This is an optimization exercise on Yosys and OpenROAD, whose aim is small area and a short achievable clock period, not a production implementation.
Function was checked by simulation only, so behaviour that the tests miss may differ from the original.
Power is estimated from default activity; no workload was simulated.

==> flow/design.v, too long to show whole: its modules and the start of the top module <==
// module sig_altmult_add: 2101 lines
module sig_altmult_add
(
	input signed [15:0] dataa, datab, datac, datad,
	input 		clock, aclr,
	output reg 	[32:0] result
);
  // ...
==> flow/run.sh <==
#!/bin/bash
# synth_recipe.tcl (not shown) runs the flow's synth.tcl, then flattens the netlist and writes it again
# the make line also repeats each setting of config.mk as NAME=value (left out here)
make -C /OpenROAD-flow-scripts/flow DESIGN_CONFIG=/design/flow/config.mk WORK_HOME=/design/flow/orfs CLKGATE_MAP_FILE= SYNTH_SCRIPT=/design/flow/synth_recipe.tcl finish
==> flow/config.mk <==
export PLATFORM = sky130hd
export DESIGN_NAME = sig_altmult_add
export DESIGN_NICKNAME = sig_altmult_add
export VERILOG_FILES = /design/flow/design.v
export SDC_FILE = /design/flow/constraint.sdc
export NUM_CORES = 4
export LEC_CHECK = 0
export ABC_AREA = 1
export CAP_MARGIN = 20
export CORE_MARGIN = 2
export CORE_UTILIZATION = 40
export SETUP_SLACK_MARGIN = 4.0
export SLEW_MARGIN = 20
==> flow/constraint.sdc <==
create_clock -name core_clock -period 7.0 [get_ports {clock}]
set_input_delay 1.4000 -clock core_clock [delete_from_list [all_inputs] [get_ports {clock}]]
set_output_delay 1.4000 -clock core_clock [all_outputs]
set_load 0.01 [all_outputs]
==> impl_results.md, run 1 <==
- Result of the run: complete, no violations
- Critical path data required time: 7490 ps
- Ranking of synthesized cells by area: fa_1, dfxtp_1, xor2_1
- Largest driver fanout on the critical path: 7
- Asr flop ratio synth: 16.9%
- Post-Synth XOR/XNOR Area: 15.8%
- Largest register by flop count: t_r
- Portion of total power attributed to sequential cells: 14.6%
- Fin crit period: 3050 ps
- Dominant cell by count in the synthesized netlist: inv_1
- Post-synthesis sequential element count: 207
- End point of the most critical hold path: v2
- Worst setup skew after layout: 18.1 ps
- Share of total power in the clock network: 10.5%
- Pwr dens: 560 mW/mm^2
- Worst Setup EP: t_r[42]
- Final sequential cell count: 207
- Hold buffer count at CTS: 0
- Highest routed layer: met4
- Number of maximum-capacitance constraint violations: 0
- Sequential fraction of total cell area: 19.2%
- Site Rows: 74
- Flop+latch power: 1.90 mW
- Fmax: 328 MHz
- R2R cell count: 9
- Clock edge transition at the registers on the reported setup and hold paths: 70 ps
- Part of the cycle the worst path needs: 43.6%
- Placed Area: 0.0181 sq mm
==> run 2, diff against run 1 <==
--- a/flow/config.mk
+++ b/flow/config.mk
@@ -9,5 +9,5 @@
 export CAP_MARGIN = 20
 export CORE_MARGIN = 2
 export CORE_UTILIZATION = 40
-export SETUP_SLACK_MARGIN = 4.0
+export SETUP_SLACK_MARGIN = 3.0
 export SLEW_MARGIN = 20
==> impl_results.md, run 2 <==
- Post-layout utilization of the core: 45.9%
- Fmax: 271 MHz (-17%)
- Count of inserted antenna diode cells: 0
- Clock Tree Root: clkbuf_16
- Worst skew pair latency: 550 ps
- Pwr dens: 562 mW/mm^2 (+0.27%)
- Register area share after synthesis: 25.8%
- Largest register FFs: 92
- Number of top-level pins: 99
- Horizontal die dimension: 209 um
- Kind of path behind the tightest hold check: flop to flop
- Count of final setup violators: 0
- Commonest register cell after synthesis: dfxtp_1
- Buffers from clock root to sink, at most: 3
- Clock edge transition at the registers on the reported setup and hold paths: 70 ps (about the same)
- Top library cells by usage in the layout, fill and taps aside: inv_1, xor2_1, o22ai_1
- Total routed wirelength: 49,900 um
- Largest register by flop count: t_r
- Portion of total power attributed to sequential cells: 17.6% (+3.0 points)
- GRT Util Overall: 23.4%
- Via count: 12.3k
- Count of different cell masters after synthesis: 34
- Leakage: 8.90 nW
- Wire per inst: 21.3 um
- Maximum level of the CTS H-tree: 1
- Setup TNS Final: 0 ps
- Iteration-0 DRC Markers: 1,107
- Number of nets in the final layout: 2,152
- Starting Density: 40.7%
- Final estimated routing congestion in global placement: 0.945
- Detailed placer's ending HPWL: 39,100 um
- Part of the cycle the worst path needs: 52.6% (+9.1 points)
- Remaining DRCs: 0
- Worst IR drop on VDD: 0.417 mV
- Worst rel slew slack: 47.2%
- Slew @ Worst Pin: 790 ps
- Biggest area consumer among synthesized cells: fa_1
- EDFF count, synth: 0
- Most common cell after layout, fill and taps aside: inv_1
- Hold buffer count at CTS: 0 (unchanged)
- Internal reg-to-reg setup slack: 3310 ps
- Asr flop ratio synth: 16.9% (unchanged)
- Number of buffers created by CTS: 25
- Net switching share of the total power: 49.8%
- Wire length of the first global-routing pass: 77,100 um
- Via-to-Cell Ratio: 5.25
- Share of total power in the clock network: 12.6% (+2.1 points)
- Ranking of synthesized cells by area: fa_1, dfxtp_1, xor2_1
- Pin count of the biggest net entering global routing: 36
- Die outline height: 209 um
- Count of mapped cells out of synthesis: 1,758
- Post-CTS resize count: 0
- Area of the mapped netlist: 0.0167 sq mm
- Critical path data required time: 7430 ps (-60 ps)
- TritonCTS clock tree: yes
- Fin crit period: 3690 ps (+634 ps)
- Proportion of netlist area held by the largest area contributor: 27.4%
- Dominant cell by count in the synthesized netlist: inv_1
- Result of the run: complete, no violations
- Switch Pwr: 5.28 mW
- Number of failing hold endpoints at the final stage: 0
- Area of the core: 0.0411 sq mm
- Mapped Nets: 2,112
- Site Rows: 74 (unchanged)
- Top cells by instance count after synthesis: inv_1, xor2_1, o22ai_1
- Total congestion overflow: 0
- Area growth from synthesis to layout: 12.8%
- Buffer count from post-CTS setup fixing: 0
- Initial antenna violation count: 1
- Number of maximum-capacitance constraint violations: 0 (unchanged)
- YS warnings: 1
- Avg Cell Area, Syn: 9.52 sq um
- Kind of capture point of the worst setup path: flop
- Number of detailed-routing iterations run before antenna repair: 6
- Int Pwr: 5.32 mW
- Largest registers: t_r x92, result x33
- Number of routed nets with antenna violations: 0
- Final slew viol count: 0
- Layout cells sized above 1: 4.08%
- IO Port Bufs: 98
- Logic pwr share: 69.7%
- Unrepaired setup endpoints after global routing: false
- Vias in the first global route: 12.7k
- Worst Setup Path Type: flop to flop
- Worst setup skew after layout: 26.1 ps (+8.00 ps)
- Largest driver fanout on the critical path: 11 (+4)
- Post-synthesis sequential element count: 207 (unchanged)
- Number of sinks driven by the clock tree: 207
- Die area: 0.0435 sq mm
- Worst Path Arrival: 4120 ps
- Worst setup SP type: flop
-- run 2: critical path: stages (launching register included) --
cell	delay, ps
dfxtp_1	760
inv_1	540
xor2_1	310
fa_1	490
fa_1	450
fa_1	520
inv_1	50
fa_1	430
-- run 2: cell families after synthesis --
| family | count (synthesis) | synth area share (%) |
|---|---|---|
| DFF | 207 | 25.8 |
| buffers and inverters | 443 | 10.2 |
| xor gates and xnor gates | 301 | 15.8 |
| AOI/OAI and AO/OA | 313 | 11.3 |
| other | 1 | 0.0224 |
| adders and majority gates | 288 | 31.8 |
| and+or+nand+nor | 205 | 5.18 |
-- run 2: metrics by stage --
stage / area, sq um / instances / hold WS [ps] / total power [mW] / setup WS (ps)
after floorplan: 16700 / 1758 / 331 / 7.31 / 3880
after global routing: 18900 / 2347 / 354 / 11.9 / 3260
after detailed placement: 18000 / 2303 / 336 / 9.32 / 3320
after global placement: 18000 / 2303 / 332 / 9.13 / 3400
final: 18900 / 2347 / 349 / 10.6 / 3310
after CTS: 18900 / 2347 / 350 / 10.7 / 3320
-- run 2: per-layer routing --
metal | vias up | global-route usage (%) | routed length, um
met5 | - | 0 | 0
met4 | 0 | 6.60 | 1410
met3 | 105 | 7.34 | 5630
met2 | 570 | 35.4 | 21300
met1 | 6044 | 32.1 | 21600
li1 | 5601 | - | -
-- run 2: area by class of cell --
cell class / instances / area, sq um
multi-input combinational: 1108 / 10700
timing repair buffer: 101 / 1000
clock inverter: 8 / 100
inverter: 355 / 1330
fill: 3969 / 22200
tap: 532 / 666
clock buffer: 36 / 749
sequential: 207 / 4320
-- run 2: path summary, 6_finish.rpt --
| path | start | endpoint | cells after the start |
|---|---|---|---|
| worst max-delay path | m1_neg_r[0] | t_r[29] | 7 |
| worst min-delay path | v1 | v2 | 0 |
| worst max register to register | m1_neg_r[0] | t_r[29] | 7 |
| worst min register to register | v1 | v2 | 0 |
| max in group asynchronous | aclr | result[27] | 3 |
| min in group asynchronous | aclr | result[12] | 3 |
-- run 2: power groups by stage --
| stage | Clock [mW] | Sequential (mW) | Combinational (mW) |
|---|---|---|---|
| 6_report | 1.34 | 1.87 | 7.39 |
| 5_1_grt | 1.42 | 1.91 | 8.60 |
| 4_1_cts | 1.37 | 1.87 | 7.44 |
| 3_5_place_dp | 0 | 1.90 | 7.42 |
| 3_3_place_gp | 0 | 1.89 | 7.24 |
| 2_1_floorplan | 0 | 1.85 | 5.46 |
==> run 3, diff against run 2 <==
--- a/flow/config.mk
+++ b/flow/config.mk
@@ -8,6 +8,7 @@
 export ABC_AREA = 1
 export CAP_MARGIN = 20
 export CORE_MARGIN = 2
-export CORE_UTILIZATION = 40
-export SETUP_SLACK_MARGIN = 3.0
+export CORE_UTILIZATION = 60
+export CTS_BUF_LIST = sky130_fd_sc_hd__clkbuf_4 sky130_fd_sc_hd__clkbuf_8
+export SETUP_SLACK_MARGIN = 3.5
 export SLEW_MARGIN = 20
==> impl_results.md, run 3 <==
- Share of total power in the clock network: 12.6% (about the same)
- Starting Density: 60.6% (+20 points)
- Kind of path behind the tightest hold check: flop to flop
- Buffers from clock root to sink, at most: 3 (unchanged)
- Part of the cycle the worst path needs: 49.1% (-3.6 points)
- Wire length of the first global-routing pass: 72,900 um (-5.4%)
- Largest register FFs: 92 (unchanged)
- Ranking of synthesized cells by area: fa_1, dfxtp_1, xor2_1
- Number of routed nets with antenna violations: 0 (unchanged)
- Fmax: 291 MHz (+7.3%)
- Hold buffer count at CTS: 0 (unchanged)
- Number of top-level pins: 99 (unchanged)
- Remaining DRCs: 0 (unchanged)
- Asr flop ratio synth: 16.9% (unchanged)
- Worst setup skew after layout: 44.8 ps (+18.7 ps)
- Die area: 0.0292 sq mm (-33%)
- Initial antenna violation count: 0 (-1)
- Pwr dens: 561 mW/mm^2 (-0.13%)
- EDFF count, synth: 0 (unchanged)
- Count of inserted antenna diode cells: 0 (unchanged)
- Final slew viol count: 0 (unchanged)
- Worst setup startpoint: m1_neg_r[2]
- Unrepaired setup endpoints after global routing: true
- Vias in the first global route: 12.3k (-3.5%)
- Total power of the final layout: 10.6 mW (about the same)
- Number of failing hold endpoints at the final stage: 0 (unchanged)
- Fin crit period: 3430 ps (-251 ps)
- TritonCTS clock tree: yes
- Site Rows: 61 (-18%)
- Int Pwr: 5.34 mW (+0.35%)
- Logic pwr share: 69.8% (about the same)
- Number of detailed-routing iterations run before antenna repair: 6 (unchanged)
- Biggest area consumer among synthesized cells: fa_1
- Via-to-Cell Ratio: 5.59 (+6.5%)
- Die outline height: 171 um (-18%)
- Final estimated routing congestion in global placement: 1.00 (+6.1%)
- # placed instances: 2,147 (-6.8%)
- Setup TNS Final: 0 ps (unchanged)
- Register area share after synthesis: 25.8% (unchanged)
- Setup Slack @ Placement: 3480 ps (+159 ps)
- Source of the worst hold timing path: v1
- Post-layout utilization of the core: 68.4% (+22 points)
- Avg Cell Area, Syn: 9.52 sq um (unchanged)
- Placed Area: 0.0178 sq mm (-1.2%)
- Slew @ Worst Pin: 896 ps (+106 ps)
- Commonest register cell after synthesis: dfxtp_1
- Number of maximum-capacitance constraint violations: 0 (unchanged)
- Proportion of netlist area held by the largest area contributor: 27.4% (unchanged)
- Wire per inst: 21.0 um (-1.3%)
- Top cells by instance count after synthesis: inv_1, xor2_1, o22ai_1
- Critical path data required time: 7410 ps (-20 ps)
- Iteration-0 DRC Markers: 1,173 (+6.0%)
- Top library cells by usage in the layout, fill and taps aside: inv_1, xor2_1, o22ai_1
- Number of sinks driven by the clock tree: 207 (unchanged)
- Detailed placer's ending HPWL: 35,800 um (-8.4%)
- Most common cell after layout, fill and taps aside: inv_1
- Result of the run: complete, no violations
- Layout cells sized above 1: 7.20% (+3.1 points)
- Clock edge transition at the registers on the reported setup and hold paths: 70 ps (about the same)
- IO Port Bufs: 98 (unchanged)
- Area growth from synthesis to layout: 12.9% (about the same)
- Kind of capture point of the worst setup path: flop
- Number of nets in the final layout: 2,186 (+1.6%)
- Total congestion overflow: 0 (unchanged)
- Largest registers: t_r x92, result x33
- Number of buffers created by CTS: 38 (+52%)
- Post-synthesis sequential element count: 207 (unchanged)
- Worst skew pair latency: 580 ps (+30 ps)
- Worst setup SP type: flop
- Largest register by flop count: t_r
- Via count: 12.5k (+1.6%)
- Area of the mapped netlist: 0.0167 sq mm (unchanged)
- Maximum level of the CTS H-tree: 2 (+1)
- Switch Pwr: 5.26 mW (-0.47%)
- Cell area after layout: 0.0189 sq mm (about the same)
- Net switching share of the total power: 49.6% (-0.20 points)
- Pin count of the biggest net entering global routing: 36 (unchanged)
- Final cell count without fillers: 2,238 (-4.6%)
- Worst hold margin: 360 ps (+10.4 ps)
- Total routed wirelength: 47,000 um (-5.9%)
- Horizontal die dimension: 171 um (-18%)
- Portion of total power attributed to sequential cells: 17.6% (about the same)
- Mapped Nets: 2,112 (unchanged)
- Worst Setup Path Type: flop to flop
- Worst-case setup margin in the final layout: 3570 ps (+251 ps)
- Largest driver fanout on the critical path: 11 (unchanged)
- Count of different cell masters after synthesis: 34 (unchanged)
- Area of the core: 0.0276 sq mm (-33%)
- Worst Path Arrival: 3850 ps (-270 ps)
- Worst rel slew slack: 40.3% (-7.0 points)
- Count of final setup violators: 0 (unchanged)
- YS warnings: 1 (unchanged)
- Count of mapped cells out of synthesis: 1,758 (unchanged)
- Clock Tree Root: clkbuf_8
- GRT Util Overall: 33.2% (+9.9 points)
- Worst IR drop on VDD: 0.379 mV (-9.1%)
- Origin of the critical flop-to-flop path: m1_neg_r[2]
- Dominant cell by count in the synthesized netlist: inv_1
- Leakage: 9.03 nW (+1.4%)
## run 3: worst max-delay path, stage by stage (launching register included)
cell,delay [ps]
dfxtp_1,620
inv_1,440
xor2_1,500
fa_1,530
fa_1,460
inv_1,100
fa_1,200
fa_1,430
## run 3: timing repair
item,CTS,global route
resized for setup,1,9
buffers inserted,0,23
endpoints found under the setup margin,2,10
hold endpoints to repair,0,0
pin swaps,0,0
## run 3: worst paths after layout
path / endpoint / slack (ps) / cells after the start
max in group asynchronous: result[32] / 5420 / 3
worst min register to register: v2 / 360 / 0
min in group asynchronous: result[17] / 1270 / 3
worst max-delay path: t_r[70] / 3570 / 7
worst min-delay path: v2 / 360 / 0
worst max register to register: t_r[70] / 3570 / 7
## run 3: per-layer routing
metal	global-route usage [%]	up-vias	share of wire, %
met5	0	-	0
met4	9.10	0	2.9
met3	11.2	111	12
met2	48.6	701	42
met1	47.2	6024	43
li1	-	5681	-
## run 3: layout make-up
cell class | count | area (sq um)
fillers | 2274 | 8730
clock buffers | 50 | 644
well taps | 378 | 473
clock inverters | 18 | 231
flip-flops and latches | 207 | 4330
multi-input cells | 1108 | 10700
inverters | 355 | 1350
repair buffers | 122 | 1160
## run 3: kinds of logic after synthesis
logic type	Yosys count	share of synthesized area, %
simple gates	205	5.18
buf+inv	443	10.2
flops	207	25.8
xor+xnor	301	15.8
fa+ha+maj	288	31.8
compound gates	313	11.3
other cells	1	0.0224
## run 3: power groups by stage
stage,Combinational (mW),Clock (mW),Sequential [mW]
floorplan,5.46,0,1.85
global placement,7.10,0,1.89
detailed placement,7.31,0,1.89
CTS,7.35,1.36,1.87
global route,8.56,1.42,1.91
finish,7.39,1.34,1.87
==> run 4, diff against run 3 <==
--- a/flow/config.mk
+++ b/flow/config.mk
@@ -8,7 +8,6 @@
 export ABC_AREA = 1
 export CAP_MARGIN = 20
 export CORE_MARGIN = 2
-export CORE_UTILIZATION = 60
-export CTS_BUF_LIST = sky130_fd_sc_hd__clkbuf_4 sky130_fd_sc_hd__clkbuf_8
+export CORE_UTILIZATION = 40
 export SETUP_SLACK_MARGIN = 3.5
 export SLEW_MARGIN = 20
==> impl_results.md, run 4 <==
- Area occupied by multi-input gates: 0.0107 sq mm (+0.15%)
- R2R cell count: 7 (unchanged)
- Number of sinks driven by the clock tree: 207 (unchanged)
- Met1 usage in global routing: 32.0% (-15 points)
- Count of inserted antenna diode cells: 0 (unchanged)
- Largest family of logic cells by synthesized area: adder cells
- Area share of and/or/nand/nor cells after synthesis: 5.18% (unchanged)
- Worst IR drop on VDD: 0.436 mV (+15%)
- Number of failing hold endpoints at the final stage: 0 (unchanged)
- Number of routed nets with antenna violations: 0 (unchanged)
- Sequential cell area: 0.00432 sq mm (about the same)
- Count of final setup violators: 0 (unchanged)
- Mapped Nets: 2,112 (unchanged)
- Setup TNS Final: 0 ps (unchanged)
- Layout filler cell count: 3,964 (+74%)
- Detailed placer's ending HPWL: 39,100 um (+9.2%)
- GR Layer Usage met2: 35.5% (-13 points)
- Kind of capture point of the worst setup path: flop
- Most common cell after layout, fill and taps aside: inv_1
- Largest register FFs: 92 (unchanged)
- Number of maximum-capacitance constraint violations: 0 (unchanged)
- Unrepaired setup endpoints after global routing: true
- Fin crit period: 3470 ps (+35.8 ps)
- Wire per inst: 21.3 um (+1.2%)
- Largest driver fanout on the critical path: 12 (+1)
- Top library cells by usage in the layout, fill and taps aside: inv_1, xor2_1, o22ai_1
- TritonCTS clock tree: yes
- Pwr dens: 563 mW/mm^2 (+0.43%)
- Area of the core: 0.0411 sq mm (+49%)
- Commonest register cell after synthesis: dfxtp_1
- Ranking of synthesized cells by area: fa_1, dfxtp_1, xor2_1
- Asr flop ratio synth: 16.9% (unchanged)
- Proportion of netlist area held by the largest area contributor: 27.4% (unchanged)
- Internal reg-to-reg setup slack: 3530 ps (-40 ps)
- Worst rel slew slack: 49.6% (+9.4 points)
- Hold buffer count at CTS: 0 (unchanged)
- Worst skew pair latency: 550 ps (-30 ps)
- Adder-cell share of the synthesized area: 31.8% (unchanged)
- Starting Density: 40.7% (-20 points)
- IO Port Bufs: 98 (unchanged)
- Worst Setup Path Type: flop to flop
- Number of nets in the final layout: 2,161 (-1.1%)
- Fraction of the mapped netlist area in compound gates: 11.3% (unchanged)
- End point of the most critical hold path: v2
- Dominant cell by count in the synthesized netlist: inv_1
- Part of the cycle the worst path needs: 49.6% (+0.51 points)
- Source of the worst hold timing path: v1
- Layout cells sized above 1: 4.88% (-2.3 points)
- Die outline height: 209 um (+22%)
- Die area: 0.0435 sq mm (+49%)
- Kind of path behind the tightest hold check: flop to flop
- Buffers from clock root to sink, at most: 3 (unchanged)
- Wire length of the first global-routing pass: 77,000 um (+5.7%)
- Count of mapped cells out of synthesis: 1,758 (unchanged)
- Busiest grt layer: met2
- Total routed wirelength: 50,100 um (+6.5%)
- Via count: 12.3k (-1.7%)
- Setup Slack @ Placement: 3320 ps (-159 ps)
- Register area share after synthesis: 25.8% (unchanged)
- Total power of the final layout: 10.7 mW (+0.89%)
- Clock edge transition at the registers on the reported setup and hold paths: 60 ps (about the same)
- Top cells by instance count after synthesis: inv_1, xor2_1, o22ai_1
- Result of the run: complete, no violations
- Via-to-Cell Ratio: 5.22 (-6.6%)
- Worst setup SP type: flop
- Clock Tree Root: clkbuf_16
- Site Rows: 74 (+21%)
- Horizontal die dimension: 209 um (+22%)
- Critical path data required time: 7420 ps (about the same)
- Leakage: 8.93 nW (-1.0%)
- Vias in the first global route: 12.7k (+3.7%)
- Fmax: 288 MHz (-1.0%)
- Iteration-0 DRC Markers: 1,006 (-14%)
- Slew @ Worst Pin: 755 ps (-141 ps)
- Worst Path Arrival: 3890 ps (+40 ps)
- Total congestion overflow: 0 (unchanged)
- Initial antenna violation count: 1 (+1)
- Final slew viol count: 0 (unchanged)
- Count of different cell masters after synthesis: 34 (unchanged)
- Origin of the critical flop-to-flop path: m0_neg_r[1]
- Maximum level of the CTS H-tree: 1 (-1)
- Worst-case setup margin in the final layout: 3530 ps (-35.8 ps)
- Pin count of the biggest net entering global routing: 36 (unchanged)
- Area growth from synthesis to layout: 13.4%
- Worst setup skew after layout: 25.7 ps (-19.1 ps)
- EDFF count, synth: 0 (unchanged)
- YS warnings: 1 (unchanged)
- Largest register by flop count: t_r
- Number of detailed-routing iterations run before antenna repair: 5 (-1)
- Post-synthesis mux area share: 0% (unchanged)
- Avg Cell Area, Syn: 9.52 sq um (unchanged)
- Number of top-level pins: 99 (unchanged)
- Remaining DRCs: 0 (unchanged)
- Final estimated routing congestion in global placement: 0.945 (-5.7%)
- Number of buffers created by CTS: 25 (-34%)
- Post-synthesis sequential element count: 207 (unchanged)
- Largest registers: t_r x92, result x33
- Reg-to-Reg End: t_r[42]
- GR Layer Usage met3: 7.31% (-3.9 points)
- Post-Synth XOR/XNOR Area: 15.8% (unchanged)
- Biggest area consumer among synthesized cells: fa_1
- Area of the mapped netlist: 0.0167 sq mm (unchanged)
- Hold Path Cell Cnt: 0 (unchanged)
- GRT Util Overall: 23.4% (-9.9 points)
==> run 4: cell families (layout without fill, tap and decap cells) <==
kind of cell | after synthesis | count (layout)
AND/OR/NAND/NOR | 205 | 205
adder cells (fa/ha/maj) | 288 | 288
other | 1 | 1
buffers and inverters | 443 | 509
flip-flops | 207 | 207
XOR/XNOR | 301 | 301
AO/OA/AOI/OAI | 313 | 313
==> run 4: critical path: stages, from the launching register on <==
cell and delay [ps]:
dfxtp_1 570, inv_1 440, xor2_1 300, fa_1 450, fa_1 550, inv_1 60
fa_1 520, fa_1 450
==> run 4: worst max path at each step <==
stage | slack, ps | start | to | cells after the start
final | 3530 | m0_neg_r[1] | t_r[42] | 7
after global routing | 3470 | m0_neg_r[1] | t_r[42] | 7
after CTS | 3540 | m0_neg_r[3] | t_r[42] | 7
after detailed placement | 3320 | m1_neg_r[0] | t_r[29] | 7
after global placement | 3400 | m1_neg_r[0] | t_r[29] | 7
after floorplan | 3880 | m0_neg_r[3] | t_r[42] | 9
==> run 4: layout make-up <==
class	instances	share of cell area, %
inverter	355	7.09
sequential	207	22.8
clock buffer	36	3.95
clock inverter	8	0.527
multi-input combinational	1108	56.5
timing repair buffer	110	5.64
tap	532	3.51
==> run 4: layer usage <==
| metal | routed length (um) | vias up |
|---|---|---|
| li1 | - | 5629 |
| met3 | 5720 | 98 |
| met2 | 21400 | 578 |
| met4 | 1460 | 0 |
| met5 | 0 | - |
| met1 | 21500 | 5998 |
==> run 4: stage by stage <==
step | instances | area, sq um | hold slack, ps | util [%]
global route | 2356 | 19000 | 354 | 46.2
finish | 2356 | 19000 | 350 | 46.2
global placement | 2303 | 18000 | 332 | 43.9
CTS | 2349 | 18900 | 350 | 46.0
floorplan | 1758 | 16700 | 331 | -
detailed placement | 2303 | 18000 | 336 | 43.9
==> run 4: report_power, final <==
| part | internal [mW] | leakage (nW) | switching [mW] |
|---|---|---|---|
| logic | 2.87 | 6.63 | 4.61 |
| clock network | 0.816 | 0.413 | 0.524 |
| registers | 1.67 | 1.90 | 0.197 |
| total | 5.36 | 8.93 | 5.33 |
==> run 4: repair_timing <==
item,4_1_cts,5_1_grt
pin swaps,0,0
buffers inserted,2,7
gates cloned,0,0
endpoints found under the setup margin,9,8
resized for setup,2,6
==> run 5, diff against run 4 <==
==> flow/flow/run.sh (new file) <==
#!/bin/bash
# The standard layout (standard.sh), with two changes: Yosys's generic
# pre-mapping abc pass is skipped (SYNTH_ARGS=-noabc) so the full adders it
# extracts keep their natural polarity, and the ports are buffered with
# buf_1 cells. The make output goes to run_make.log, each tool's log to
# orfs/logs/.
set -uo pipefail
bash standard.sh "SYNTH_ARGS=-noabc" "BUFFER_PORTS_ARGS=-buffer_cell sky130_fd_sc_hd__buf_1" finish > run_make.log 2>&1
status=$?
tail -20 run_make.log
exit $status
==> flow/standard.sh (new file) <==
#!/bin/bash
# synth_recipe.tcl (not shown) runs the flow's synth.tcl, then flattens the netlist and writes it again
# the make line also repeats each setting of config.mk as NAME=value (left out here)
make -C /OpenROAD-flow-scripts/flow DESIGN_CONFIG=/design/flow/config.mk WORK_HOME=/design/flow/orfs CLKGATE_MAP_FILE= SYNTH_SCRIPT=/design/flow/synth_recipe.tcl "${@:-finish}"
--- a/flow/config.mk
+++ b/flow/config.mk
@@ -5,7 +5,6 @@
 export SDC_FILE = /design/flow/constraint.sdc
 export NUM_CORES = 4
 export LEC_CHECK = 0
-export ABC_AREA = 1
 export CAP_MARGIN = 20
 export CORE_MARGIN = 2
 export CORE_UTILIZATION = 40
removed: flow/run.sh
==> impl_results.md, run 5 <==
- Result of the run: complete, no violations
- Area of the core: 0.0397 sq mm (-3.4%)
- Biggest area consumer among synthesized cells: fa_1
- Die area: 0.0419 sq mm (-3.6%)
- Register area share after synthesis: 26.8% (+0.99 points)
- Buffers from clock root to sink, at most: 3 (unchanged)
- Wire length of the first global-routing pass: 68,800 um (-11%)
- Source of the worst hold timing path: v1
- Area growth from synthesis to layout: 8.77%
- Mapped Nets: 1,804 (-15%)
- Series of cell instances along the critical path: a22oi_1 > xnor2_1 > fa_1 > fa_1 > fa_1 > fa_1
- Top library cells by usage in the layout, fill and taps aside: xnor2_1, a22oi_1, fa_1
- Count of final setup violators: 0 (unchanged)
- Total routed wirelength: 44,600 um (-11%)
- Critical path data required time: 7400 ps (-20 ps)
- Number of routed nets with antenna violations: 0 (unchanged)
- Worst setup skew after layout: 14.6 ps (-11.1 ps)
- Number of sinks driven by the clock tree: 207 (unchanged)
- Layout cells sized above 1: 4.98% (+0.10 points)
- Dominant cell by count in the synthesized netlist: xnor2_1
- Worst setup SP type: flop
- Number of maximum-capacitance constraint violations: 0 (unchanged)
- Sequential cell area: 0.00433 sq mm (+0.17%)
- Number of detailed-routing iterations run before antenna repair: 6 (+1)
- Total congestion overflow: 0 (unchanged)
- Asr flop ratio synth: 16.9% (unchanged)
- Count of inserted antenna diode cells: 0 (unchanged)
- Clock edge transition at the registers on the reported setup and hold paths: 60 ps (about the same)
- Wire per inst: 22.6 um (+6.5%)
- Layout filler cell count: 3,758 (-5.2%)
- Maximum level of the CTS H-tree: 1 (unchanged)
- Worst Setup Path Type: flop to flop
- Setup TNS Final: 0 ps (unchanged)
- Fmax: 294 MHz (+2.0%)
- Area occupied by multi-input gates: 0.0111 sq mm (+3.3%)
- Count of different cell masters after synthesis: 47 (+38%)
- Worst skew pair latency: 540 ps (about the same)
- Final slew viol count: 0 (unchanged)
- IO Port Bufs: 98 (unchanged)
- Maximum single-stage delay on the critical path: 950 ps (+380 ps)
- Buffer count from post-CTS setup fixing: 0 (-2)
- Reg-to-Reg End: t_r[42]
- Most common cell on crit path: fa_1
- Hold buffer count at CTS: 0 (unchanged)
- Site Rows: 73 (-1.4%)
- Pwr dens: 572 mW/mm^2 (+1.5%)
- Post-CTS resize count: 0 (-2)
- Number of failing hold endpoints at the final stage: 0 (unchanged)
- Iteration-0 DRC Markers: 1,382 (+37%)
- Detailed placer's ending HPWL: 32,400 um (-17%)
- Kind of cell adding the most delay to the critical path: adder cells
- Post-synthesis sequential element count: 207 (unchanged)
- Worst IR drop on VDD: 0.423 mV (-3.0%)
- Via-to-Cell Ratio: 5.53 (+5.8%)
- Initial antenna violation count: 0 (-1)
- Clock Tree Root: clkbuf_16
- Largest register FFs: 92 (unchanged)
- Number of nets in the final layout: 1,793 (-17%)
- Ranking of synthesized cells by area: fa_1, dfxtp_1, xnor2_1
- TritonCTS clock tree: yes
- Number of top-level pins: 99 (unchanged)
- Part of the cycle the worst path needs: 48.6% (-0.96 points)
- Largest driver fanout on the critical path: 16 (+4)
- Top cells by instance count after synthesis: xnor2_1, a22oi_1, fa_1
- Final estimated routing congestion in global placement: 0.939 (-0.64%)
- YS warnings: 1 (unchanged)
- Area of the mapped netlist: 0.0161 sq mm (-3.7%)
- Kind of capture point of the worst setup path: flop
- Avg Cell Area, Syn: 11.2 sq um (+18%)
- Leakage: 6.67 nW (-25%)
- Number of buffers created by CTS: 24 (-4.0%)
- Kind of path behind the tightest hold check: flop to flop
- Unrepaired setup endpoints after global routing: false
- Hold Path Cell Cnt: 0 (unchanged)
- Remaining DRCs: 0 (unchanged)
- Fin crit period: 3400 ps (-67.5 ps)
- Count of mapped cells out of synthesis: 1,439 (-18%)
- EDFF count, synth: 0 (unchanged)
- Via count: 10.9k (-11%)
- Most common cell after layout, fill and taps aside: xnor2_1
- Horizontal die dimension: 205 um (-1.8%)
- Largest register by flop count: t_r
- Pin count of the biggest net entering global routing: 36 (unchanged)
- Commonest register cell after synthesis: dfxtp_1
- Largest registers: t_r x92, result x33
- Standard cell with the maximum stage delay on the critical path: dfxtp_1
- R2R cell count: 6 (-1)
- Starting Density: 40.6% (-0.14 points)
- Vias in the first global route: 11.2k (-12%)
- Origin of the critical flop-to-flop path: m1_two_r[4]
- Internal reg-to-reg setup slack: 3600 ps (+70 ps)
- Total power of the final layout: 10.0 mW (-6.3%)
- Worst Path Arrival: 3800 ps (-90 ps)
- Worst rel slew slack: 35.4% (-14 points)
- Proportion of netlist area held by the largest area contributor: 28.6% (+1.2 points)
- GRT Util Overall: 21.5% (-1.8 points)
- Critical path buffers and inverters: 0 (-2)
- Slew @ Worst Pin: 968 ps (+213 ps)
- End point of the most critical hold path: v2
- Die outline height: 205 um (-1.8%)
==> run 5: changes by cell type after synthesis, sizes merged, moves of 12 or more <==
cell / previous run / this run
buf: 48 / 1
xor2: 287 / 50
nand2: 114 / 30
o21ai: 22 / 36
xnor2: 14 / 256
inv: 353 / 49
o22ai: 240 / 0
clkbuf: 40 / 144
a21oi: 46 / 14
nand2b: 0 / 12
nand3: 18 / 4
nor2: 66 / 31
a22oi: 0 / 241
==> run 5: metrics by stage <==
stage          hold WS (ps)  setup WS (ps)  utilization [%]  cells  area, sq um
3_5_place_dp            335           3540             42.0   1927        16700
4_1_cts                 348           3550             44.1   1971        17500
2_1_floorplan           331           3700                -   1439        16100
3_3_place_gp            332           3560             42.0   1927        16700
6_report                345           3600             44.1   1971        17500
5_1_grt                 361           3510             44.1   1971        17500
==> run 5: power breakdown <==
part	internal (mW)	total [mW]	switching [mW]
Clock	0.794	1.31	0.521
Combinational	3.08	6.69	3.60
Sequential	1.68	2.02	0.344
==> run 5: logic make-up (layout without fill, tap and decap cells) <==
logic type | Yosys count | after routing | synth area share [%]
buffers and inverters | 195 | 202 | 4.54
AOI/OAI and AO/OA | 323 | 323 | 14.8
adders and majority gates | 299 | 299 | 33.9
DFF | 207 | 207 | 26.8
xor gates and xnor gates | 306 | 306 | 16.6
other | 1 | 1 | 0.0233
and+or+nand+nor | 108 | 108 | 3.31
==> run 5: cell type report <==
cell class	instances	area share, %
repair buffers	108	2.53
inverters	50	1.07
flip-flops and latches	207	24.7
multi-input cells	1037	63.2
clock inverters	10	0.671
clock buffers	34	4.10
well taps	525	3.75
==> run 5: how the worst max path moves through the flow <==
stage / start / to / slack (ps) / cells past startpoint
6_report: m1_two_r[4] / t_r[42] / 3600 / 6
5_1_grt: m1_two_r[3] / t_r[42] / 3510 / 6
4_1_cts: m0_neg_r[7] / t_r[70] / 3550 / 6
3_5_place_dp: m0_neg_r[7] / t_r[55] / 3540 / 5
3_3_place_gp: m0_neg_r[7] / t_r[70] / 3560 / 6
2_1_floorplan: m0_neg_r[4] / t_r[46] / 3700 / 7
==> run 5: routing by layer <==
metal	track usage (%)	routed length, um	share of wire [%]	vias to the layer above
li1	-	-	-	4804
met1	31.6	20000	45	5442
met2	31.8	19300	43	574
met3	4.69	4430	9.9	73
met4	6.13	957	2.1	0
met5	0	0	0	-
==> run 6, diff against run 5 <==
--- a/flow/config.mk
+++ b/flow/config.mk
@@ -8,5 +8,6 @@
 export CAP_MARGIN = 20
 export CORE_MARGIN = 2
 export CORE_UTILIZATION = 40
+export CTS_BUF_LIST = sky130_fd_sc_hd__clkbuf_8
 export SETUP_SLACK_MARGIN = 3.5
 export SLEW_MARGIN = 20
==> impl_results.md, run 6 <==
- Area of the core: 0.0397 sq mm (unchanged)
- Worst rel slew slack: 32.2% (-3.2 points)
- Final slew viol count: 0 (unchanged)
- YS warnings: 1 (unchanged)
- Count of final setup violators: 0 (unchanged)
- Worst skew pair latency: 570 ps (+30 ps)
- Wire per inst: 22.4 um (-1.2%)
- Layout cells sized above 1: 6.32% (+1.3 points)
- Result of the run: complete, no violations
- Clock edge transition at the registers on the reported setup and hold paths: 60 ps (about the same)
- Number of maximum-capacitance constraint violations: 0 (unchanged)
- Leakage: 6.69 nW (+0.42%)
- Maximum level of the CTS H-tree: 2 (+1)
- Pin count of the biggest net entering global routing: 36 (unchanged)
- TritonCTS clock tree: yes
- Via-to-Cell Ratio: 5.54 (+0.26%)
- Worst Path Arrival: 3840 ps (+40 ps)
- Setup TNS Final: 0 ps (unchanged)
- Total congestion overflow: 0 (unchanged)
- Worst setup SP type: flop
- Initial antenna violation count: 0 (unchanged)
- Slew @ Worst Pin: 1020 ps (+48.2 ps)
- Vias in the first global route: 11.3k (+1.0%)
- Kind of capture point of the worst setup path: flop
- Horizontal die dimension: 205 um (unchanged)
- Commonest register cell after synthesis: dfxtp_1
- Layout filler cell count: 3,792 (+0.90%)
- Remaining DRCs: 0 (unchanged)
- Top cells by instance count after synthesis: xnor2_1, a22oi_1, fa_1
- Detailed placer's ending HPWL: 32,400 um (unchanged)
- Sequential cell area: 0.00433 sq mm (unchanged)
- # placed instances: 1,927 (unchanged)
- Avg Cell Area, Syn: 11.2 sq um (unchanged)
- Area growth from synthesis to layout: 8.55%
- Worst Setup Path Type: flop to flop
- Die outline height: 205 um (unchanged)
- Largest register by flop count: t_r
- Post-synthesis sequential element count: 207 (unchanged)
- Site Rows: 73 (unchanged)
- Buffers from clock root to sink, at most: 3 (unchanged)
- EDFF count, synth: 0 (unchanged)
- Top library cells by usage in the layout, fill and taps aside: xnor2_1, a22oi_1, fa_1
- Number of failing hold endpoints at the final stage: 0 (unchanged)
- Mapped Nets: 1,804 (unchanged)
- Clock Tree Root: clkbuf_8
- Fmax: 293 MHz (-0.13%)
- Pwr dens: 564 mW/mm^2 (-1.4%)
- Dominant cell by count in the synthesized netlist: xnor2_1
- Number of sinks driven by the clock tree: 207 (unchanged)
- Starting Density: 40.6% (unchanged)
- Die area: 0.0419 sq mm (unchanged)
- Number of routed nets with antenna violations: 0 (unchanged)
- Register area share after synthesis: 26.8% (unchanged)
- Proportion of netlist area held by the largest area contributor: 28.6% (unchanged)
- Biggest area consumer among synthesized cells: fa_1
- Count of mapped cells out of synthesis: 1,439 (unchanged)
- Most common cell after layout, fill and taps aside: xnor2_1
- Fin crit period: 3410 ps (+4.53 ps)
- Area of the mapped netlist: 0.0161 sq mm (unchanged)
- Largest driver fanout on the critical path: 16 (unchanged)
- Critical path data required time: 7440 ps (+40 ps)
- Asr flop ratio synth: 16.9% (unchanged)
- Final estimated routing congestion in global placement: 0.939 (unchanged)
- Part of the cycle the worst path needs: 48.7% (+0.065 points)
- Unrepaired setup endpoints after global routing: false
- Count of inserted antenna diode cells: 0 (unchanged)
- Area occupied by multi-input gates: 0.0111 sq mm (-0.10%)
- Ranking of synthesized cells by area: fa_1, dfxtp_1, xnor2_1
- Final cell count without fillers: 1,996 (+1.3%)
- Total routed wirelength: 44,700 um (about the same)
- Number of top-level pins: 99 (unchanged)
- Count of different cell masters after synthesis: 47 (unchanged)
- Kind of path behind the tightest hold check: flop to flop
- Iteration-0 DRC Markers: 1,190 (-14%)
- Number of buffers created by CTS: 38 (+58%)
- Worst IR drop on VDD: 0.426 mV (+0.56%)
- Via count: 11.1k (+1.5%)
- Largest registers: t_r x92, result x33
- GRT Util Overall: 21.7% (+0.12 points)
- Largest register FFs: 92 (unchanged)
- IO Port Bufs: 98 (unchanged)
- Number of detailed-routing iterations run before antenna repair: 6 (unchanged)
- Number of nets in the final layout: 1,807 (+0.78%)
- Worst setup skew after layout: 22.8 ps (+8.28 ps)
- Wire length of the first global-routing pass: 68,800 um (about the same)
run 6: changes by cell type in the layout (fill, tap and decap cells not counted), moves of 2 or more:
cell | before | now
inv_1 | 49 | 56
clkbuf_16 | 25 | 0
clkbuf_8 | 6 | 43
clkinv_4 | 0 | 2
clkinvlp_4 | 1 | 3
clkbuf_1 | 3 | 0
inv_6 | 4 | 2
clkinv_2 | 3 | 8
run 6: critical path: stages (launching register included):
cell and delay (ps):
dfxtp_1 870, a22oi_1 220, xor2_1 250, fa_1 580, inv_1 50, fa_1 410, fa_1 430, fa_1 470
run 6: worst paths after layout:
check	slack, ps	endpoint	cells past startpoint	from
max reg2reg	3590	t_r[70]	7	a_r[5]
min in group asynchronous	900	result[32]	3	aclr
min reg2reg	350	v2	0	v1
min	350	v2	0	v1
max	3590	t_r[70]	7	a_r[5]
max in group asynchronous	5760	result[0]	3	aclr
run 6: cell type report:
type	count	area share (%)
clock buffers	43	3.38
clock inverters	26	1.26
inverters	50	1.07
multi-input cells	1037	63.3
flip-flops and latches	207	24.7
well taps	525	3.75
repair buffers	108	2.53
run 6: cells by family after synthesis:
family                     synth area share, %
AOI/OAI and AO/OA                         14.8
xor gates and xnor gates                  16.6
adders and majority gates                 33.9
buffers and inverters                     4.54
DFF                                       26.8
other                                   0.0233
and+or+nand+nor                           3.31
run 6: metrics by stage:
| step | hold slack (ps) | total power [mW] | utilization [%] | worst slack [ps] | instance area, sq um |
|---|---|---|---|---|---|
| finish | 346 | 9.86 | 44.0 | 3590 | 17500 |
| global route | 364 | 10.9 | 44.0 | 3500 | 17500 |
| CTS | 349 | 9.93 | 44.0 | 3560 | 17500 |
| detailed placement | 335 | 8.67 | 42.0 | 3540 | 16700 |
| global placement | 332 | 8.53 | 42.0 | 3560 | 16700 |
| floorplan | 331 | 7.00 | - | 3700 | 16100 |
run 6: routing by layer:
metal,part of all wire [%],track usage (%)
met1,44,31.3
met2,43,31.8
met3,10,5.42
met4,2.3,6.60
met5,0,0
run 6: power breakdown:
group	switching, mW	internal, mW
clock network	0.533	0.687
registers	0.344	1.68
logic	3.56	3.06
run 6: what timing repair did:
item,CTS,global route
hold buffers,0,0
endpoints found under the setup margin,0,5
setup buffers,0,0
gates resized for setup,0,4
==> run 7, diff against run 6 <==
--- a/flow/config.mk
+++ b/flow/config.mk
@@ -8,6 +8,8 @@
 export CAP_MARGIN = 20
 export CORE_MARGIN = 2
 export CORE_UTILIZATION = 40
-export CTS_BUF_LIST = sky130_fd_sc_hd__clkbuf_8
+export CTS_BUF_LIST = sky130_fd_sc_hd__clkbuf_4
+export CTS_CLUSTER_DIAMETER = 50
+export CTS_CLUSTER_SIZE = 10
 export SETUP_SLACK_MARGIN = 3.5
 export SLEW_MARGIN = 20
==> impl_results.md, run 7 <==
- Post-synthesis sequential element count: 207 (unchanged)
- Dominant cell by count in the synthesized netlist: xnor2_1
- Starting Density: 40.6% (unchanged)
- Post-CTS resize count: 0 (unchanged)
- Wire per inst: 22.5 um (+0.78%)
- Via-to-Cell Ratio: 5.54 (about the same)
- Number of routed nets with antenna violations: 0 (unchanged)
- Commonest register cell after synthesis: dfxtp_1
- Most common cell after layout, fill and taps aside: xnor2_1
- Logic pwr share: 69.9% (+2.8 points)
- Top library cells by usage in the layout, fill and taps aside: xnor2_1, a22oi_1, fa_1
- Register area share after synthesis: 26.8% (unchanged)
- Remaining DRCs: 0 (unchanged)
- Number of top-level pins: 99 (unchanged)
- Asr flop ratio synth: 16.9% (unchanged)
- Initial antenna violation count: 1 (+1)
- Area of the core: 0.0397 sq mm (unchanged)
- Leakage: 6.51 nW (-2.8%)
- Reg-to-Reg End: t_r[54]
- Part of the cycle the worst path needs: 49.4% (+0.70 points)
- Share of total power in the clock network: 9.1% (-3.3 points)
- Biggest area consumer among synthesized cells: fa_1
- Worst Path Arrival: 4050 ps (+210 ps)
- Detailed placer's ending HPWL: 32,400 um (unchanged)
- Clock edge transition at the registers on the reported setup and hold paths: 110 ps (+50 ps)
- Site Rows: 73 (unchanged)
- Number of nets in the final layout: 1,800 (-0.39%)
- Buffer count from post-CTS setup fixing: 0 (unchanged)
- Fmax: 289 MHz (-1.4%)
- End point of the most critical hold path: v2
- Count of final setup violators: 0 (unchanged)
- Worst Setup Path Type: flop to flop
- Layout cells sized above 1: 5.71% (-0.61 points)
- Worst IR drop on VDD: 0.417 mV (-1.9%)
- Fin crit period: 3460 ps (+49.2 ps)
- Net switching share of the total power: 46.0% (+0.98 points)
- Hold buffer count at CTS: 0 (unchanged)
- GRT Util Overall: 21.5% (-0.17 points)
- Critical path data required time: 7590 ps (+150 ps)
- Mapped Nets: 1,804 (unchanged)
- Number of maximum-capacitance constraint violations: 0 (unchanged)
- Worst setup skew after layout: 97.2 ps (+74.4 ps)
- Origin of the critical flop-to-flop path: m1_one_r[4]
- Total routed wirelength: 44,600 um (about the same)
- Final estimated routing congestion in global placement: 0.939 (unchanged)
- Clock Tree Root: clkbuf_4
- Worst rel slew slack: 34.2% (+2.0 points)
- Worst setup SP type: flop
- Pin count of the biggest net entering global routing: 36 (unchanged)
- Area of the mapped netlist: 0.0161 sq mm (unchanged)
- Avg Cell Area, Syn: 11.2 sq um (unchanged)
- Kind of capture point of the worst setup path: flop
- R2R cell count: 6 (-1)
- Number of failing hold endpoints at the final stage: 0 (unchanged)
- IO Port Bufs: 98 (unchanged)
- Iteration-0 DRC Markers: 1,205 (+1.3%)
- Die outline height: 205 um (unchanged)
- Top cells by instance count after synthesis: xnor2_1, a22oi_1, fa_1
- Result of the run: complete, no violations
- Layout filler cell count: 3,811 (+0.50%)
- Via count: 11.0k (-0.75%)
- Horizontal die dimension: 205 um (unchanged)
- Pwr dens: 560 mW/mm^2 (-0.69%)
- Setup TNS Final: 0 ps (unchanged)
- Number of sinks driven by the clock tree: 207 (unchanged)
- Vias in the first global route: 11.2k (-0.84%)
- Buffers from clock root to sink, at most: 3 (unchanged)
- Ranking of synthesized cells by area: fa_1, dfxtp_1, xnor2_1
- TritonCTS clock tree: yes
- Slew @ Worst Pin: 986 ps (-30.6 ps)
- Largest registers: t_r x92, result x33
- Die area: 0.0419 sq mm (unchanged)
- Total power of the final layout: 9.62 mW (-2.5%)
- Kind of path behind the tightest hold check: flop to flop
- Source of the worst hold timing path: v1
- Int Pwr: 5.20 mW (-4.2%)
- Number of detailed-routing iterations run before antenna repair: 6 (unchanged)
- Portion of total power attributed to sequential cells: 21.0% (+0.5 points)
- Final slew viol count: 0 (unchanged)
- YS warnings: 1 (unchanged)
- Proportion of netlist area held by the largest area contributor: 28.6% (unchanged)
- Count of mapped cells out of synthesis: 1,439 (unchanged)
- Area growth from synthesis to layout: 6.61%
- Setup Slack @ Placement: 3540 ps (unchanged)
- Worst skew pair latency: 810 ps (+240 ps)
- Largest register by flop count: t_r
- Largest driver fanout on the critical path: 17 (+1)
- Wire length of the first global-routing pass: 68,600 um (-0.33%)
- Largest register FFs: 92 (unchanged)
- Worst-case setup margin in the final layout: 3540 ps (-49.2 ps)
- Unrepaired setup endpoints after global routing: true
- Internal reg-to-reg setup slack: 3540 ps (-50 ps)
- Maximum level of the CTS H-tree: 1 (-1)
- Number of buffers created by CTS: 31 (-18%)
- Switch Pwr: 4.42 mW (-0.34%)
- EDFF count, synth: 0 (unchanged)
- Hold Path Cell Cnt: 0 (unchanged)
- Total congestion overflow: 0 (unchanged)
- Count of different cell masters after synthesis: 47 (unchanged)
-- run 7: area by class of cell --
| type | instances | area [sq um] | share of cell area, % |
|---|---|---|---|
| Timing Repair Buffer | 108 | 443 | 2.58 |
| Multi-Input combinational cell | 1037 | 11100 | 64.5 |
| Sequential cell | 207 | 4330 | 25.2 |
| Antenna cell | 1 | 2.50 | 0.0146 |
| Inverter | 50 | 188 | 1.09 |
| Clock inverter | 16 | 201 | 1.17 |
| Clock buffer | 36 | 270 | 1.57 |
| Tap cell | 525 | 657 | 3.82 |
-- run 7: worst max-delay path by stage --
stage / startpoint / end / slack (ps) / cells past startpoint
after floorplan: m0_neg_r[4] / t_r[46] / 3700 / 7
after global routing: t_r[35] / result[23] / 3480 / 12
after detailed placement: m0_neg_r[7] / t_r[55] / 3540 / 5
final: m1_one_r[4] / t_r[54] / 3540 / 6
after CTS: m0_neg_r[7] / t_r[70] / 3540 / 6
after global placement: m0_neg_r[7] / t_r[70] / 3560 / 6
-- run 7: power by group through the flow --
stage / Clock (mW) / Sequential [mW] / Combinational (mW)
after floorplan: 0 / 1.87 / 5.13
after global placement: 0 / 2.04 / 6.49
after detailed placement: 0 / 2.04 / 6.63
after CTS: 0.918 / 2.01 / 6.66
after global routing: 0.961 / 2.06 / 7.62
final: 0.875 / 2.02 / 6.73
-- run 7: critical path: stages, from the launching register on --
cell     delay, ps
dfxtp_1        980
a22oi_1        250
xnor2_1        220
fa_1           470
fa_1           420
fa_1           480
fa_1           430
-- run 7: routing by layer --
metal | vias up | global-route usage (%) | routed length, um
li1 | 4832 | - | -
met2 | 586 | 31.3 | 19100
met3 | 93 | 5.11 | 4440
met4 | 0 | 6.44 | 1150
met1 | 5466 | 31.5 | 20000
met5 | - | 0 | 0
-- run 7: kinds of logic after synthesis --
logic type | synth area share, %
AOI/OAI and AO/OA | 14.8
other | 0.0233
xor gates and xnor gates | 16.6
and+or+nand+nor | 3.31
adders and majority gates | 33.9
DFF | 26.8
buffers and inverters | 4.54
-- run 7: stage by stage --
step | cell area, sq um | cells | util (%) | hold WS (ps)
finish | 17200 | 1980 | 43.3 | 360
floorplan | 16100 | 1439 | - | 331
global route | 17200 | 1980 | 43.3 | 376
detailed placement | 16700 | 1927 | 42.0 | 335
CTS | 17100 | 1979 | 43.2 | 367
global placement | 16700 | 1927 | 42.0 | 332
==> run 8, diff against run 7 <==
==> flow/flow/run.sh (replaced) <==
#!/bin/bash
set -uo pipefail
here=$(pwd)
bash standard.sh "SYNTH_ARGS=-noabc" \
  "BUFFER_PORTS_ARGS=-buffer_cell sky130_fd_sc_hd__buf_1" \
  "POST_FLOORPLAN_TCL=$here/flow/upsize.tcl" finish > run_make.log 2>&1
status=$?
tail -20 run_make.log
exit $status
==> flow/flow/upsize.tcl (new file) <==
foreach inst [get_cells -quiet {a_r* c_r* m0_* m1_*}] {
  if {[get_property [get_lib_cells -of_objects $inst] name] == "sky130_fd_sc_hd__dfxtp_1"} {
    replace_cell $inst sky130_fd_sc_hd__dfxtp_4
  }
}
--- a/flow/config.mk
+++ b/flow/config.mk
@@ -8,8 +8,5 @@
 export CAP_MARGIN = 20
 export CORE_MARGIN = 2
 export CORE_UTILIZATION = 40
-export CTS_BUF_LIST = sky130_fd_sc_hd__clkbuf_4
-export CTS_CLUSTER_DIAMETER = 50
-export CTS_CLUSTER_SIZE = 10
 export SETUP_SLACK_MARGIN = 3.5
 export SLEW_MARGIN = 20
==> impl_results.md, run 8 <==
- Origin of the critical flop-to-flop path: t_r[52]
- Buffer count from post-CTS setup fixing: 0 (unchanged)
- Number of routed nets with antenna violations: 0 (unchanged)
- Part of the cycle the worst path needs: 47.4% (-2.0 points)
- Die area: 0.0419 sq mm (unchanged)
- EDFF count, synth: 0 (unchanged)
- Setup TNS Final: 0 ps (unchanged)
- Hold buffer count at CTS: 0 (unchanged)
- Remaining DRCs: 0 (unchanged)
- Pin count of the biggest net entering global routing: 36 (unchanged)
- Post-synthesis sequential element count: 207 (unchanged)
- Post-layout utilization of the core: 44.7% (+1.4 points)
- Number of cells on the critical path: 12 (+6)
- Dominant cell by count in the synthesized netlist: xnor2_1
- Area growth from synthesis to layout: 10.1%
- TritonCTS clock tree: yes
- Register area share after synthesis: 26.8% (unchanged)
- Fin crit period: 3310 ps (-142 ps)
- Total congestion overflow: 0 (unchanged)
- Proportion of netlist area held by the largest area contributor: 28.6% (unchanged)
- Via-to-Cell Ratio: 5.50 (-0.80%)
- Ranking of synthesized cells by area: fa_1, dfxtp_1, xnor2_1
- GRT Util Overall: 20.8% (-0.64 points)
- Number of nets in the final layout: 1,784 (-0.89%)
- Total power of the final layout: 10.0 mW (+4.2%)
- Maximum single-stage delay on the critical path: 470 ps (-510 ps)
- Largest register FFs: 92 (unchanged)
- Worst setup startpoint: t_r[52]
- Worst rel slew slack: 49.6% (+15 points)
- Mapped Nets: 1,804 (unchanged)
- Reg-to-Reg End: result[27]
- Result of the run: complete, no violations
- IO Port Bufs: 98 (unchanged)
- Top library cells by usage in the layout, fill and taps aside: xnor2_1, a22oi_1, fa_1
- Worst Setup EP: result[27]
- YS warnings: 1 (unchanged)
- Starting Density: 40.6% (unchanged)
- Kind of path behind the tightest hold check: flop to flop
- Number of sinks driven by the clock tree: 207 (unchanged)
- Leakage: 6.65 nW (+2.2%)
- Largest driver fanout on the critical path: 7 (-10)
- Number of detailed-routing iterations run before antenna repair: 6 (unchanged)
- Iteration-0 DRC Markers: 1,167 (-3.2%)
- Top cells by instance count after synthesis: xnor2_1, a22oi_1, fa_1
- Buffers from clock root to sink, at most: 3 (unchanged)
- Maximum level of the CTS H-tree: 1 (unchanged)
- R2R cell count: 12 (+6)
- Detailed placer's ending HPWL: 31,900 um (-1.4%)
- Number of failing hold endpoints at the final stage: 0 (unchanged)
- Standard cell with the maximum stage delay on the critical path: fa_1
- Largest registers: t_r x92, result x33
- Slew @ Worst Pin: 752 ps (-234 ps)
- Setup Slack @ Placement: 3660 ps (+114 ps)
- Wire length of the first global-routing pass: 67,500 um (-1.6%)
- Count of inserted antenna diode cells: 0 (-1)
- Critical path data required time: 7400 ps (-190 ps)
- Via count: 10.8k (-1.7%)
- Pwr dens: 565 mW/mm^2 (+0.88%)
- # placed instances: 1,918 (-0.47%)
- Unrepaired setup endpoints after global routing: false
- Final estimated routing congestion in global placement: 0.948 (+0.99%)
- Fmax: 302 MHz (+4.3%)
- Final cell count without fillers: 1,962 (-0.91%)
- Die outline height: 205 um (unchanged)
- Clock edge transition at the registers on the reported setup and hold paths: 60 ps (-50 ps)
- Site Rows: 73 (unchanged)
- Number of buffers created by CTS: 24 (-23%)
- Internal reg-to-reg setup slack: 3690 ps (+140 ps)
- Biggest area consumer among synthesized cells: fa_1
- Horizontal die dimension: 205 um (unchanged)
- Count of final setup violators: 0 (unchanged)
- Worst skew pair latency: 530 ps (-280 ps)
- Worst Path Arrival: 3710 ps (-340 ps)
- Series of cell instances along the critical path: ha_1 > fa_1 > fa_1 > ha_1 > a21o_1 > o21bai_1 > o2111ai_1 > a21oi_1 > a41o_4 > a41oi_4 > xor2_1 > nor2_1
- Initial antenna violation count: 0 (-1)
- Clock Tree Root: clkbuf_16
- Largest register by flop count: t_r
- Final slew viol count: 0 (unchanged)
- Critical path buffers and inverters: 0 (unchanged)
- Kind of capture point of the worst setup path: flop
- Vias in the first global route: 11.1k (-1.5%)
- Asr flop ratio synth: 16.9% (unchanged)
- Count of different cell masters after synthesis: 47 (unchanged)
- Commonest register cell after synthesis: dfxtp_1
- Most common cell after layout, fill and taps aside: xnor2_1
- Area of the core: 0.0397 sq mm (unchanged)
- Post-CTS resize count: 0 (unchanged)
- Worst setup skew after layout: 9.75 ps (-87.5 ps)
- Kind of cell adding the most delay to the critical path: adder cells
- Total routed wirelength: 42,900 um (-4.0%)
- Area of the mapped netlist: 0.0161 sq mm (unchanged)
- Wire per inst: 21.8 um (-3.1%)
- Worst Setup Path Type: flop to flop
- Worst-case setup margin in the final layout: 3690 ps (+142 ps)
- Number of maximum-capacitance constraint violations: 0 (unchanged)
- Avg Cell Area, Syn: 11.2 sq um (unchanged)
- Number of top-level pins: 99 (unchanged)
- Worst IR drop on VDD: 0.384 mV (-8.0%)
- Count of mapped cells out of synthesis: 1,439 (unchanged)
- Worst setup SP type: flop
- Layout cells sized above 1: 9.26% (+3.5 points)
[run 8: cell counts after synthesis]
Identical to the previous run, type by type.
[run 8: worst reg2reg max path: stages, from the launching register on]
cell,delay (ps)
dfxtp_1,310
ha_1,300
fa_1,390
fa_1,470
ha_1,360
a21o_1,210
o21bai_1,160
o2111ai_1,110
a21oi_1,100
a41o_4,290
a41oi_4,250
xor2_1,170
nor2_1,60
[run 8: report_power, final]
group	switching (mW)	leakage (nW)	internal, mW	total [mW]
Clock	0.494	0.408	0.792	1.29
Combinational	3.61	4.31	3.11	6.72
Sequential	0.348	1.93	1.67	2.02
[run 8: layout make-up]
| type | instances | area, sq um |
|---|---|---|
| multi-input cells | 1037 | 11100 |
| inverters | 50 | 188 |
| clock inverters | 9 | 104 |
| flip-flops and latches | 207 | 4620 |
| clock buffers | 35 | 724 |
| fillers | 3701 | 22000 |
| well taps | 525 | 657 |
| repair buffers | 99 | 375 |
[run 8: cells by family after synthesis]
| group | after synthesis | share of synthesized area [%] |
|---|---|---|
| AO/OA/AOI/OAI | 323 | 14.8 |
| XOR/XNOR | 306 | 16.6 |
| adder cells (fa/ha/maj) | 299 | 33.9 |
| flip-flops | 207 | 26.8 |
| buffers and inverters | 195 | 4.54 |
| AND/OR/NAND/NOR | 108 | 3.31 |
| other | 1 | 0.0233 |
[run 8: how the worst min path moves through the flow]
stage / from / to / cells after the start
finish: v1 / v2 / 0
global route: v1 / v2 / 0
CTS: v1 / v2 / 0
detailed placement: v1 / v2 / 0
global placement: v1 / v2 / 0
floorplan: v1 / v2 / 0
[run 8: through the flow]
stage / area [sq um] / hold WS, ps
3_3_place_gp: 16900 / 334
2_1_floorplan: 16100 / 331
3_5_place_dp: 16900 / 335
5_1_grt: 17700 / 359
4_1_cts: 17700 / 348
6_report: 17700 / 346
[run 8: per-layer routing]
metal  global-route usage, %  vias up  wire length (um)
li1                        -     4786                 -
met1                    30.7     5453             19300
met2                    31.1      508             18800
met3                    4.57       43              4060
met4                    4.97        0               631
met5                       0        -                 0
==> run 9, diff against run 8 <==
--- a/flow/config.mk
+++ b/flow/config.mk
@@ -8,5 +8,5 @@
 export CAP_MARGIN = 20
 export CORE_MARGIN = 2
 export CORE_UTILIZATION = 40
-export SETUP_SLACK_MARGIN = 3.5
+export SETUP_SLACK_MARGIN = 3.65
 export SLEW_MARGIN = 20
==> impl_results.md, run 9 <==
- Largest register by flop count: t_r
- Number of maximum-capacitance constraint violations: 0 (unchanged)
- Largest registers: t_r x92, result x33
- Die area: 0.0419 sq mm (unchanged)
- Number of sinks driven by the clock tree: 207 (unchanged)
- Mapped Nets: 1,804 (unchanged)
- Number of failing hold endpoints at the final stage: 0 (unchanged)
- Number of routed nets with antenna violations: 0 (unchanged)
- Part of the cycle the worst path needs: 45.8% (-1.6 points)
- Critical path buffers and inverters: 0 (unchanged)
- Fmax: 312 MHz (+3.4%)
- Maximum single-stage delay on the critical path: 540 ps (+70 ps)
- Area of the core: 0.0397 sq mm (unchanged)
- Slew @ Worst Pin: 754 ps (+2.70 ps)
- Number of top-level pins: 99 (unchanged)
- Largest register FFs: 92 (unchanged)
- Via count: 10.8k (+0.19%)
- Avg Cell Area, Syn: 11.2 sq um (unchanged)
- Number of buffers created by CTS: 24 (unchanged)
- Number of detailed-routing iterations run before antenna repair: 6 (unchanged)
- Wire per inst: 21.9 um (+0.32%)
- Post-synthesis sequential element count: 207 (unchanged)
- IO Port Bufs: 98 (unchanged)
- Worst IR drop on VDD: 0.387 mV (+0.75%)
- Clock Tree Root: clkbuf_16
- Dominant cell by count in the synthesized netlist: xnor2_1
- Worst Path Arrival: 3600 ps (-110 ps)
- Ranking of synthesized cells by area: fa_1, dfxtp_1, xnor2_1
- Maximum level of the CTS H-tree: 1 (unchanged)
- Worst setup skew after layout: 8.65 ps (-1.10 ps)
- Kind of capture point of the worst setup path: flop
- Register area share after synthesis: 26.8% (unchanged)
- Share of total power in the clock network: 12.3% (-0.5 points)
- Vias in the first global route: 11.1k (unchanged)
- Kind of cell adding the most delay to the critical path: adder cells
- TritonCTS clock tree: yes
- Detailed placer's ending HPWL: 31,900 um (unchanged)
- Layout cells sized above 1: 9.79% (+0.54 points)
- Wire length of the first global-routing pass: 67,500 um (about the same)
- Kind of path behind the tightest hold check: flop to flop
- Area growth from synthesis to layout: 10.6%
- Total power of the final layout: 10.5 mW (+4.4%)
- Remaining DRCs: 0 (unchanged)
- Count of inserted antenna diode cells: 0 (unchanged)
- Number of nets in the final layout: 1,787 (+0.17%)
- Count of mapped cells out of synthesis: 1,439 (unchanged)
- Horizontal die dimension: 205 um (unchanged)
- Worst skew pair latency: 530 ps (about the same)
- Critical path data required time: 7400 ps (about the same)
- Commonest register cell after synthesis: dfxtp_1
- Total routed wirelength: 43,100 um (+0.47%)
- Biggest area consumer among synthesized cells: fa_1
- Via-to-Cell Ratio: 5.50 (about the same)
- Die outline height: 205 um (unchanged)
- Pwr dens: 587 mW/mm^2 (+3.9%)
- Count of different cell masters after synthesis: 47 (unchanged)
- YS warnings: 1 (unchanged)
- GRT Util Overall: 20.9% (about the same)
- Clock edge transition at the registers on the reported setup and hold paths: 60 ps (about the same)
- Iteration-0 DRC Markers: 1,150 (-1.5%)
- Asr flop ratio synth: 16.9% (unchanged)
- Total congestion overflow: 0 (unchanged)
- Switch Pwr: 4.58 mW (+2.8%)
- Worst rel slew slack: 49.4% (-0.18 points)
- Worst Setup Path Type: flop to flop
- Area of the mapped netlist: 0.0161 sq mm (unchanged)
- Pin count of the biggest net entering global routing: 36 (unchanged)
- Initial antenna violation count: 0 (unchanged)
- Proportion of netlist area held by the largest area contributor: 28.6% (unchanged)
- Portion of total power attributed to sequential cells: 19.3% (-0.8 points)
- Net switching share of the total power: 43.7% (-0.69 points)
- Buffers from clock root to sink, at most: 3 (unchanged)
- Count of final setup violators: 0 (unchanged)
- Setup TNS Final: 0 ps (unchanged)
- Fin crit period: 3210 ps (-109 ps)
- EDFF count, synth: 0 (unchanged)
- Final slew viol count: 0 (unchanged)
- Final estimated routing congestion in global placement: 0.948 (unchanged)
- Site Rows: 73 (unchanged)
- Top cells by instance count after synthesis: xnor2_1, a22oi_1, fa_1
- Leakage: 6.67 nW (+0.30%)
- Series of cell instances along the critical path: ha_1 > fa_1 > fa_1 > ha_4 > a21o_1 > o21bai_1 > o2111ai_1 > a21oi_1 > a41o_4 > a41oi_1 > xor2_1 > nor2_1
- Logic pwr share: 68.4% (+1.4 points)
- Int Pwr: 5.89 mW (+5.7%)
- Worst setup SP type: flop
- Unrepaired setup endpoints after global routing: false
- Result of the run: complete, no violations
- Final cell count without fillers: 1,965 (+0.15%)
- Worst hold margin: 346 ps (+0.0110 ps)
- Most common cell after layout, fill and taps aside: xnor2_1
- Top library cells by usage in the layout, fill and taps aside: xnor2_1, a22oi_1, fa_1
- Most common cell on crit path: fa_1
- # placed instances: 1,918 (unchanged)
- Standard cell with the maximum stage delay on the critical path: fa_1
- Starting Density: 40.6% (unchanged)
- Largest driver fanout on the critical path: 7 (unchanged)
==> run 9: cell counts after synthesis <==
Identical to the previous run, type by type.
==> run 9: per-layer routing <==
| metal | part of all wire [%] | global-route usage, % | vias up |
|---|---|---|---|
| met4 | 1.7 | 4.97 | 0 |
| met1 | 45 | 30.7 | 5462 |
| met2 | 44 | 31.1 | 510 |
| met5 | 0 | 0 | - |
| met3 | 9.6 | 4.57 | 52 |
| li1 | - | - | 4787 |
==> run 9: path summary, 6_finish.rpt <==
| path | from | end | slack [ps] | cells past startpoint |
|---|---|---|---|---|
| worst min-delay path | v1 | v2 | 350 | 0 |
| max in group asynchronous | aclr | result[2] | 5760 | 3 |
| min in group asynchronous | aclr | result[31] | 920 | 3 |
| worst max-delay path | t_r[52] | result[30] | 3790 | 12 |
| worst min register to register | v1 | v2 | 350 | 0 |
| worst max register to register | t_r[52] | result[30] | 3790 | 12 |
==> run 9: final cells by class <==
class | instances | area (sq um)
clock inverters | 9 | 104
multi-input cells | 1037 | 11100
inverters | 50 | 188
flip-flops and latches | 207 | 4620
fillers | 3696 | 21900
clock buffers | 35 | 724
repair buffers | 102 | 398
well taps | 525 | 657
==> run 9: power groups by stage <==
stage	sequential, mW	clock, mW	combinational [mW]
finish	2.02	1.29	7.16
floorplan	1.87	0	5.13
CTS	2.02	1.33	6.78
global route	2.07	1.37	8.05
detailed placement	2.05	0	6.69
global placement	2.04	0	6.54
==> run 9: stage by stage <==
step           utilization (%)  instance area (sq um)  setup slack [ps]
6_report                  44.9                  17800              3790
5_1_grt                   44.9                  17800              3660
4_1_cts                   44.7                  17700              3680
3_5_place_dp              42.6                  16900              3660
3_3_place_gp              42.6                  16900              3740
2_1_floorplan                -                  16100              3700
==> run 9: cell families (layout without fill, tap and decap cells) <==
logic type,after synthesis,count (layout),share of synthesized area (%)
other,1,1,0.0233
buffers and inverters,195,196,4.54
and+or+nand+nor,108,108,3.31
adders and majority gates,299,299,33.9
AOI/OAI and AO/OA,323,323,14.8
DFF,207,207,26.8
xor gates and xnor gates,306,306,16.6
==> run 9: timing repair <==
action,CTS,global route
pin swaps,0,7
gates cloned,0,0
gates resized for setup,1,7
endpoints found under the setup margin,1,8
hold buffers,0,0
setup buffers,0,3

## port drivers added, routing unchanged
No port has a modelled driver above. Below, the same layouts with a new extraction and two added sets of constraints.
Step 1: set_driving_cell puts a clkbuf_16 on clock and a buf_2 on each other input, an assumption about the parent block.
Step 2, shift: input delay + t, output delay - t, t = (earliest + latest rising clock arrival at the registers) / 2. This alone moves slack from input paths to output paths.
a / b / c = ideal / step 1 / step 2; a / b = the first two.
| run | t (ns) | slack for setup (ns) | worst setup path after step 2 | latest minus earliest clock arrival (ns) | slew at the worst register clock pin (ns) |
|---|---|---|---|---|---|
| run 1 | 0.591 | 3.949 / 3.949 / 3.949 | register to register | 0.018 / 0.018 | 0.07 / 0.07 |
| run 2 | 0.589 | 3.315 / 3.315 / 3.315 | register to register | 0.026 / 0.026 | 0.07 / 0.07 |
| run 3 | 0.599 | 3.565 / 3.565 / 3.565 | register to register | 0.044 / 0.044 | 0.07 / 0.07 |
| run 4 | 0.590 | 3.529 / 3.529 / 3.529 | register to register | 0.025 / 0.026 | 0.07 / 0.07 |
| run 5 | 0.580 | 3.597 / 3.597 / 3.597 | register to register | 0.014 / 0.014 | 0.07 / 0.07 |
| run 6 | 0.605 | 3.592 / 3.592 / 3.592 | register to register | 0.024 / 0.023 | 0.07 / 0.07 |
| run 7 | 0.806 | 3.543 / 3.543 / 3.543 | register to register | 0.097 / 0.097 | 0.11 / 0.11 |
| run 8 | 0.577 | 3.685 / 3.685 / 3.685 | register to register | 0.010 / 0.010 | 0.06 / 0.06 |
| run 9 | 0.575 | 3.794 / 3.794 / 3.794 | register to register | 0.010 / 0.009 | 0.06 / 0.06 |
After both steps every run listed still meets setup and hold.
